This is an optimization exercise on Yosys and OpenROAD, whose aim is small area, a short achievable clock period and few clock cycles, not a production implementation.
Only simulation tests tie the RTL to the original design; equivalence was not proved.
Power and IR drop assume default switching activity.

==> build 83: inputs <==
==> flow/design.v <==
module ct_rom (
    input  logic [7:0] addr,
    output logic [7:0] dout,
    output logic [7:0] len,
    output logic [7:0] last
);
  logic [7:0] rom[256];
  initial $readmemh("ct.hex", rom);
  assign dout = rom[addr];
  assign len  = rom[0];
  assign last = rom[73];
endmodule
module decrypt (
    input logic rst_n,
    input logic clk,
    input logic [23:0] key,
    input  logic [7:0] debug_addr,
    output logic [7:0] debug_data,
    output logic done
);
  localparam int PT_LEN = 74;
  typedef enum logic [2:0] {
    INIT,
    KSA,
    TRANS,
    PRGA,
    FIN,
    DONE
  } phase_t;
  phase_t phase;
  logic init;
  logic [23:0] kr;   
  logic [7:0] cnt;   
  logic [1:0] m3;   
  logic [7:0] kreg;   
  logic [7:0] qs, qc;   
  logic init_f;   
  logic [7:0] ai;   
  logic pad_vld;   
  logic [27:0] ge;   
  logic [31:0] tc;   
  logic [7:0] Rs[256];   
  logic [7:0] Rd[256];   
  logic [7:0] P[1:PT_LEN-1];
  logic [7:0] dd;
  logic [7:0] a, r1, b, pad, ct_shift, ct_last, ct_len;
  logic [7:0] ai_d;
  logic [31:0] ce_d;
  logic [255:0] dec, tdec;
  assign init = init_f;
  assign a = Rs[0];
  assign r1 = Rs[1];
  sum_and8 dec_e (
      .g(ge),
      .l(dec)
  );
  logic [27:0] gt;
  sum_pd8 pd_t (
      .c(tc),
      .g(gt)
  );
  sum_and8 dec_t (
      .g(gt),
      .l(tdec)
  );
  logic [7:0] s1, c1, s2, c2, qs_d, qc_d, s3a, c3a, s3b, c3b;
  logic [31:0] ce_a, ce_b, ce_init, ce_trans;
  csa8 u_c1 (.x(qs), .y(qc), .z(a), .s(s1), .c(c1));
  csa8 u_c2 (.x(s1), .y(c1), .z(kreg), .s(s2), .c(c2));
  always_comb begin
    if (init) begin
      qs_d = key[23:16];
      qc_d = 8'hFF;
    end else if (phase == TRANS) begin
      qs_d = 8'd254;   
      qc_d = 8'd0;
    end else begin
      qs_d = s2;
      qc_d = c2;
    end
  end
  csa8 u_c3a (.x(qs_d), .y(qc_d), .z(a), .s(s3a), .c(c3a));
  csa8 u_c3b (.x(qs_d), .y(qc_d), .z(r1), .s(s3b), .c(c3b));
  sum_pre8 pre_a (.x(s3a), .y(c3a), .c(ce_a));
  sum_pre8 pre_b (.x(s3b), .y(c3b), .c(ce_b));
  sum_pre8 pre_i (.x(key[23:16]), .y(8'hFF), .c(ce_init));
  sum_pre8 pre_t (.x(8'd255), .y(8'd0), .c(ce_trans));
  always_comb begin
    if (init) ce_d = ce_init;
    else if (phase == KSA && cnt == 8'd255) ce_d = ce_trans;
    else ce_d = dec[0] ? ce_a : ce_b;
  end
  logic [27:0] ge_d;
  logic [31:0] tc_d;
  sum_pd8 pd_e (
      .c(ce_d),
      .g(ge_d)
  );
  sum_pre8 pre_tc (
      .x(ai_d),
      .y(b),
      .c(tc_d)
  );
  always_ff @(posedge clk or negedge rst_n) begin
    if (~rst_n) ge <= '0;
    else ge <= ge_d;
  end
  always_ff @(posedge clk) tc <= tc_d;
  logic [255:0] sel_b;
  logic [7:0][255:0] d_lane;
  always_comb begin
    for (int p = 0; p < 256; p++) begin
      sel_b[p] = dec[(p+255)%256];
      for (int l = 0; l < 8; l++) d_lane[l][p] = Rs[p][l];
    end
  end
  for (genvar l = 0; l < 8; l++) begin : g_rd
    or_sel256 u_b (.s(sel_b), .d(d_lane[l]), .y(b[l]));
    or_sel256 u_t (.s(tdec),  .d(d_lane[l]), .y(pad[l]));
  end
  always_ff @(posedge clk or negedge rst_n) begin
    if (~rst_n) begin
      phase <= INIT;
      cnt <= 0;
      pad_vld <= 0;
      done <= 0;
    end else begin
      pad_vld <= 0;
      case (phase)
        INIT: begin
          phase <= KSA;
          cnt <= 0;
        end
        KSA: begin
          cnt <= cnt + 8'd1;
          if (cnt == 8'd255) phase <= TRANS;
        end
        TRANS: begin
          phase <= PRGA;
          cnt <= 8'd1;
        end
        PRGA: begin
          cnt <= cnt + 8'd1;
          pad_vld <= 1;
          if (cnt == 8'(PT_LEN - 1)) phase <= FIN;
        end
        FIN: begin
          phase <= DONE;
          done <= 1;
        end
        default: ;
      endcase
    end
  end
  always_ff @(posedge clk) kr <= key;
  always_ff @(posedge clk or negedge rst_n) begin
    if (~rst_n) init_f <= 1'b1;
    else init_f <= 1'b0;
  end
  always_ff @(posedge clk) begin
    logic [1:0] m;
    m = init ? 2'd1 : (m3 == 2'd2) ? 2'd0 : m3 + 2'd1;
    m3 <= m;
    if (init) kreg <= key[15:8] - 8'd1;
    else if (phase == KSA && cnt != 8'd255)
      case (m)
        2'd0: kreg <= kr[23:16] - 8'd1;
        2'd1: kreg <= kr[15:8] - 8'd1;
        default: kreg <= kr[7:0] - 8'd1;
      endcase
    else kreg <= 8'hFF;
  end
  assign ai_d = a + ~cnt;
  always_ff @(posedge clk) begin
    qs <= qs_d;
    qc <= qc_d;
    ai <= ai_d;
  end
  for (genvar p = 0; p < 255; p++) begin : g_ring
    logic sel, nsel;
    assign sel = dec[p];
    nsel_gate u_sel (
        .d(dec[p]),
        .init(init),
        .nsel(nsel)
    );
    for (genvar l = 0; l < 8; l++) begin : g_lane
      if (((p >> l) & 1) == 1) begin : g_f1
        ao221 u_d (
            .a1(sel), .a2(a[l]),
            .b1(nsel), .b2(Rs[p+1][l]),
            .c(init),
            .y(Rd[p][l])
        );
      end else begin : g_f0
        ao22 u_d (
            .a1(sel), .a2(a[l]),
            .b1(nsel), .b2(Rs[p+1][l]),
            .y(Rd[p][l])
        );
      end
    end
  end
  assign Rd[255] = b | {8{init}};
  always_ff @(posedge clk) begin
    for (int p = 0; p < 256; p++) Rs[p] <= Rd[p];
  end
  ct_rom ct_rom_i (
      .addr(8'(cnt - 8'd2)),
      .dout(ct_shift),
      .len(ct_len),
      .last(ct_last)
  );
  logic [7:0] Pd[1:PT_LEN-1];
  always_comb begin
    for (int k = 1; k < PT_LEN - 2; k++) Pd[k] = P[k+1];
    Pd[PT_LEN-2] = P[PT_LEN-1] ^ ct_shift;
    Pd[PT_LEN-1] = pad;
  end
  logic shift_n;
  assign shift_n = ~pad_vld;
  for (genvar k = 1; k < PT_LEN; k++) begin : g_pt
    for (genvar l = 0; l < 8; l++) begin : g_lane
      logic pd;
      ao22 u_h (
          .a1(pad_vld), .a2(Pd[k][l]),
          .b1(shift_n), .b2(P[k][l]),
          .y(pd)
      );
      always_ff @(posedge clk) P[k][l] <= pd;
    end
  end
  always_ff @(posedge clk) begin
    if (debug_addr == 8'd0) dd <= ct_len;
    else if (debug_addr == 8'(PT_LEN - 1)) dd <= P[PT_LEN-1] ^ ct_last;
    else if (debug_addr < 8'(PT_LEN)) dd <= P[debug_addr];
    else dd <= 8'hFF;
  end
  assign debug_data = dd;
endmodule
module csa8 (
    input  logic [7:0] x,
    input  logic [7:0] y,
    input  logic [7:0] z,
    output logic [7:0] s,
    output logic [7:0] c
);
  assign s = x ^ y ^ z;
  assign c = {(x[6:0] & y[6:0]) | (x[6:0] & z[6:0]) | (y[6:0] & z[6:0]), 1'b0};
endmodule
module sum_pre8 (
    input  logic [7:0] x,
    input  logic [7:0] y,
    output logic [31:0] c
);
  sum_chk8 chk (
      .h(x ^ y),
      .g(x & y),
      .p(x | y),
      .c(c)
  );
endmodule
module sum_chk8 (
    input  logic [7:0] h,
    input  logic [7:0] g,
    input  logic [7:0] p,
    output logic [31:0] c
);
  always_comb begin
    c[3:0] = {h[0], h[0], ~h[0], ~h[0]};
    for (int i = 1; i < 8; i++) begin
      c[4*i+0] = ~(h[i] ^ p[i-1]);
      c[4*i+1] = ~(h[i] ^ g[i-1]);
      c[4*i+2] = h[i] ^ p[i-1];
      c[4*i+3] = h[i] ^ g[i-1];
    end
  end
endmodule
module sum_pd8 (
    input  logic [31:0] c,
    output logic [27:0] g
);
  always_comb begin
    for (int v = 0; v < 4; v++) g[v] = c[{v[0], 1'b0}] & c[4+v];
    for (int v = 0; v < 8; v++) begin
      g[4+v]  = c[8+v[1:0]] & c[12+v[2:1]];
      g[12+v] = c[16+v[1:0]] & c[20+v[2:1]];
      g[20+v] = c[24+v[1:0]] & c[28+v[2:1]];
    end
  end
endmodule
module sum_and8 (
    input  logic [27:0] g,
    output logic [255:0] l
);
  always_comb begin
    for (int k = 0; k < 256; k++) begin
      logic [7:0] kk;
      kk = 8'(k);
      l[k] = g[kk[1:0]] & g[4+kk[3:1]] & g[12+kk[5:3]] & g[20+kk[7:5]];
    end
  end
endmodule
module or_sel256 (
    input logic [255:0] s,
    input logic [255:0] d,
    output logic y
);
  logic [15:0] grp;
  for (genvar g = 0; g < 16; g++) begin : g_grp
    or_sel16 u_g (
        .s(s[16*g+:16]),
        .d(d[16*g+:16]),
        .y(grp[g])
    );
  end
  or16 u_or (
      .x(grp),
      .y(y)
  );
endmodule
module or_sel16 (
    input logic [15:0] s,
    input logic [15:0] d,
    output logic y
);
  assign y = |(s & d);
endmodule
module or16 (
    input  logic [15:0] x,
    output logic y
);
  assign y = |x;
endmodule
module nsel_gate (
    input  logic d,
    input  logic init,
    output logic nsel
);
  assign nsel = ~(d | init);
endmodule
module ao22 (
    input  logic a1,
    input  logic a2,
    input  logic b1,
    input  logic b2,
    output logic y
);
  assign y = (a1 & a2) | (b1 & b2);
endmodule
module ao221 (
    input  logic a1,
    input  logic a2,
    input  logic b1,
    input  logic b2,
    input  logic c,
    output logic y
);
  assign y = (a1 & a2) | (b1 & b2) | c;
endmodule
==> flow/ct.hex <==
49
A7
FD
08
01
84
45
68
85
82
5C
85
97
43
4D
E7
07
25
0F
9A
EC
C2
6A
4E
A7
49
E0
EB
71
BC
AC
C7
D7
57
E9
E2
B1
1B
09
52
33
92
C1
B7
E8
4C
A1
D8
57
2F
FA
B8
72
B9
3A
FC
01
C3
E5
18
32
DF
BB
06
32
2E
4A
01
63
10
10
16
B5
D8
00
00
00
00
00
00
00
00
00
00
00
00
00
00
00
00
00
00
00
00
00
00
00
00
00
00
00
00
00
00
00
00
00
00
00
00
00
00
00
00
00
00
00
00
00
00
00
00
00
00
00
00
00
00
00
00
00
00
00
00
00
00
00
00
00
00
00
00
00
00
00
00
00
00
00
00
00
00
00
00
00
00
00
00
00
00
00
00
00
00
00
00
00
00
00
00
00
00
00
00
00
00
00
00
00
00
00
00
00
00
00
00
00
00
00
00
00
00
00
00
00
00
00
00
00
00
00
00
00
00
00
00
00
00
00
00
00
00
00
00
00
00
00
00
00
00
00
00
00
00
00
00
00
00
00
00
00
00
00
00
00
00
00
00
00
00
00
00
00
00
00
00
00
00
00
00
00
00
00
00
00
00
==> flow/flow/run.sh <==
#!/bin/bash
# Standard layout, with two changes. After the standard synthesis, the cells
# of the state ring's write muxes and select gates, and the read trees'
# a221oi cells (tiny modules that Yosys's ABC maps one at a time, and so sizes
# up for an assumed heavy load) are set back to their smallest drive strength;
# the placer's repair sizes up any that need it. The read trees' group
# outputs, which drive wires across the ring, are set to drive strength 2.
# Timing repair aims at a
# 3.5 ns period (the clock stays at 10 ns).
set -euo pipefail
RES=orfs/results/${FLOW_PLATFORM}/decrypt/base
bash standard.sh synth > synth.log 2>&1
python3 flow/downsize.py $RES/1_2_yosys.v > downsize.log 2>&1
bash standard.sh SETUP_SLACK_MARGIN=6.5 TNS_END_PERCENT=10 > layout.log 2>&1
==> flow/flow/downsize.py <==
"""Set the state ring's write-mux cells, the select gates that feed only
them, and the read trees' first-level a221oi cells to drive strength 1 in a
Yosys netlist (rewritten in place); and set the read trees' group outputs
(nand4 cells that drive a nor4, across the ring) to drive strength 2.

The ring's muxes are the cells that drive the D pin of an Rs[..] register.
Usage: downsize.py NETLIST"""
import re
import sys

path = sys.argv[1]
text = open(path).read()
inst_re = re.compile(r"^  (sky130_fd_sc_hd__\w+) (\S+)\s*\((.*?)\n  \);", re.M | re.S)
pin_re = re.compile(r"\.(\w+)\(([^()]*?)\s*\)")
OUT_PINS = {"X", "Y", "Q", "Q_N", "HI", "LO", "COUT", "SUM"}

cells = []
for m in inst_re.finditer(text):
    pins = {p: n.strip() for p, n in pin_re.findall(m.group(3))}
    cells.append([m.group(1), m.group(2), pins, m.start(1), m.end(1)])
driver = {}
loads = {}
for i, (typ, name, pins, _, _) in enumerate(cells):
    for p, n in pins.items():
        if p in OUT_PINS:
            driver[n] = i
        else:
            loads.setdefault(n, []).append(i)

small = {}
mux = set()
for typ, name, pins, _, _ in cells:
    if name.startswith("\\Rs[") and "D" in pins:
        d = driver.get(pins["D"])
        if d is not None and re.search(r"__a221?oi?_\d+$", cells[d][0]):
            mux.add(d)
sel = set()
for i in mux:
    for p in ("A1", "A2", "B1", "B2"):
        d = driver.get(cells[i][2][p])
        if d is not None and all(x in mux for x in loads[cells[i][2][p]]):
            sel.add(d)

trees = set(i for i, c in enumerate(cells) if re.search(r"__a221oi_[24]$", c[0]))

count = {}
edits = []
for i in mux | sel | trees:
    typ = cells[i][0]
    base, drive = typ.rsplit("_", 1)
    if drive != "1" and re.search(r"__(a221?oi?|nor2b?|and2b?|nand2b?)$", base):
        edits.append((cells[i][3], cells[i][4], base + "_1"))
        count[typ] = count.get(typ, 0) + 1
for i, (typ, name, pins, _, _) in enumerate(cells):
    if typ == "sky130_fd_sc_hd__nand4_1":
        out = pins.get("Y")
        if out and any(cells[x][0].startswith("sky130_fd_sc_hd__nor4_") for x in loads.get(out, [])):
            edits.append((cells[i][3], cells[i][4], "sky130_fd_sc_hd__nand4_2"))
            count["nand4_1 up"] = count.get("nand4_1 up", 0) + 1
for s, e, new in sorted(edits, reverse=True):
    text = text[:s] + new + text[e:]
open(path, "w").write(text)
print(f"{len(mux)} ring muxes, {len(sel)} select gates; downsized: {count}")
==> flow/standard.sh <==
#!/bin/bash
# synth_recipe.tcl (not shown) runs the flow's synth.tcl, then flattens the netlist and writes it again
# the make line also repeats each setting of config.mk as NAME=value (left out here)
make -C /OpenROAD-flow-scripts/flow DESIGN_CONFIG=/design/flow/config.mk WORK_HOME=/design/flow/orfs CLKGATE_MAP_FILE= SYNTH_SCRIPT=/design/flow/synth_recipe.tcl "${@:-finish}"
==> flow/config.mk <==
export PLATFORM = sky130hd
export DESIGN_NAME = decrypt
export DESIGN_NICKNAME = decrypt
export VERILOG_FILES = /design/flow/design.v
export SDC_FILE = /design/flow/constraint.sdc
export NUM_CORES = 4
export LEC_CHECK = 0
export CAP_MARGIN = 40
export CORE_MARGIN = 2
export CORE_UTILIZATION = 45
export CTS_CLUSTER_DIAMETER = 80
export CTS_CLUSTER_SIZE = 22
export PLACE_DENSITY = 0.65
export SETUP_SLACK_MARGIN = 5
export SLEW_MARGIN = 60
export SYNTH_HIERARCHICAL = 1
==> flow/constraint.sdc <==
create_clock -name core_clock -period 10.0 [get_ports {clk}]
set_input_delay 2.0000 -clock core_clock [delete_from_list [all_inputs] [get_ports {clk}]]
set_output_delay 2.0000 -clock core_clock [all_outputs]
set_load 0.01 [all_outputs]
==> inputs of trial 27, as changes to build 83 <==
- CAP_MARGIN: 40 -> 20
- SLEW_MARGIN: 60 -> 40
==> key figures <==
Worst setup path
  – Req. time, crit path: 10790 ps
  – Number of cells on the critical path: 12
  – Critical Path, Cell by Cell: and2_4 -> buf_8 -> buf_12 -> buf_16 -> and4_4 -> a22o_1 -> a221oi_1 -> nand4_2 -> nor4_4 -> buf_2 -> nand4_1 -> a22o_1

GRT
  – Overall Global Routing Usage: 39.0%

Final layout
  – Most frequent cells in the layout: dfxtp_1, a22o_1, a221o_1
  – Clock buffers: 185

Drt
  – Routed WL: 562000 um

Outcome
  – Outcome: no timing/DRC/antenna violations

Power and ir drop
  – Clock group: 7.69 mW
  – Pint: 17.3 mW

Placed design
  – DP Wirelength: 377000 um
# the run above: build 83

==> key figures <==
GRT
  – Overall Global Routing Usage: 39.6%

Power and ir drop
  – Clock group: 7.77 mW

Drt
  – Routed WL: 572000 um

Worst setup path
  – Critical Path, Cell by Cell: and2_4 -> buf_12 -> buf_16 -> and4_1 -> a221oi_1 -> nand4_2 -> nor4_1 -> buf_4 -> nand4_1 -> a22o_1
  – Req. time, crit path: 10810 ps

Outcome
  – Outcome: no timing/DRC/antenna violations

Final layout
  – Most frequent cells in the layout: dfxtp_1, a22o_1, a221o_1
  – Fraction of layout cells with a size suffix above 1: 15.7%
  – Clock buffers: 194
# the run above: trial 27

Testbench counts of build 83, summed over its fixed seeds: cycles 7,968.
Testbench counts of trial 27, summed over its fixed seeds: cycles 7,968.

what the ideal ports hide:
The results above use ideal ports. As a check the final layouts listed here were re-extracted and re-timed, cells and wires unchanged.
Step 1, drivers: a clkbuf_16 drives clk and a buf_2 each remaining input, both assumed.
Step 2, shift: input delay + t, output delay - t, t = (earliest + latest rising clock arrival at the registers) / 2. This alone moves slack from input paths to output paths.
Three values: no drivers, after step 1, after step 2; two values: the first two.
| run | t, ns | setup slack, ns | clock arrival spread, ns |
|---|---|---|---|
| build 83 | 1.013 | 6.264 / 6.264 / 5.549 | 0.054 / 0.054 |
| trial 27 | 1.019 | 6.189 / 6.189 / 5.436 | 0.050 / 0.050 |
After both steps setup and hold are still met in every run listed. The setup slack of trial 27, which loses most, moves by 0.000 ns with the drivers and by -0.753 ns with both steps.
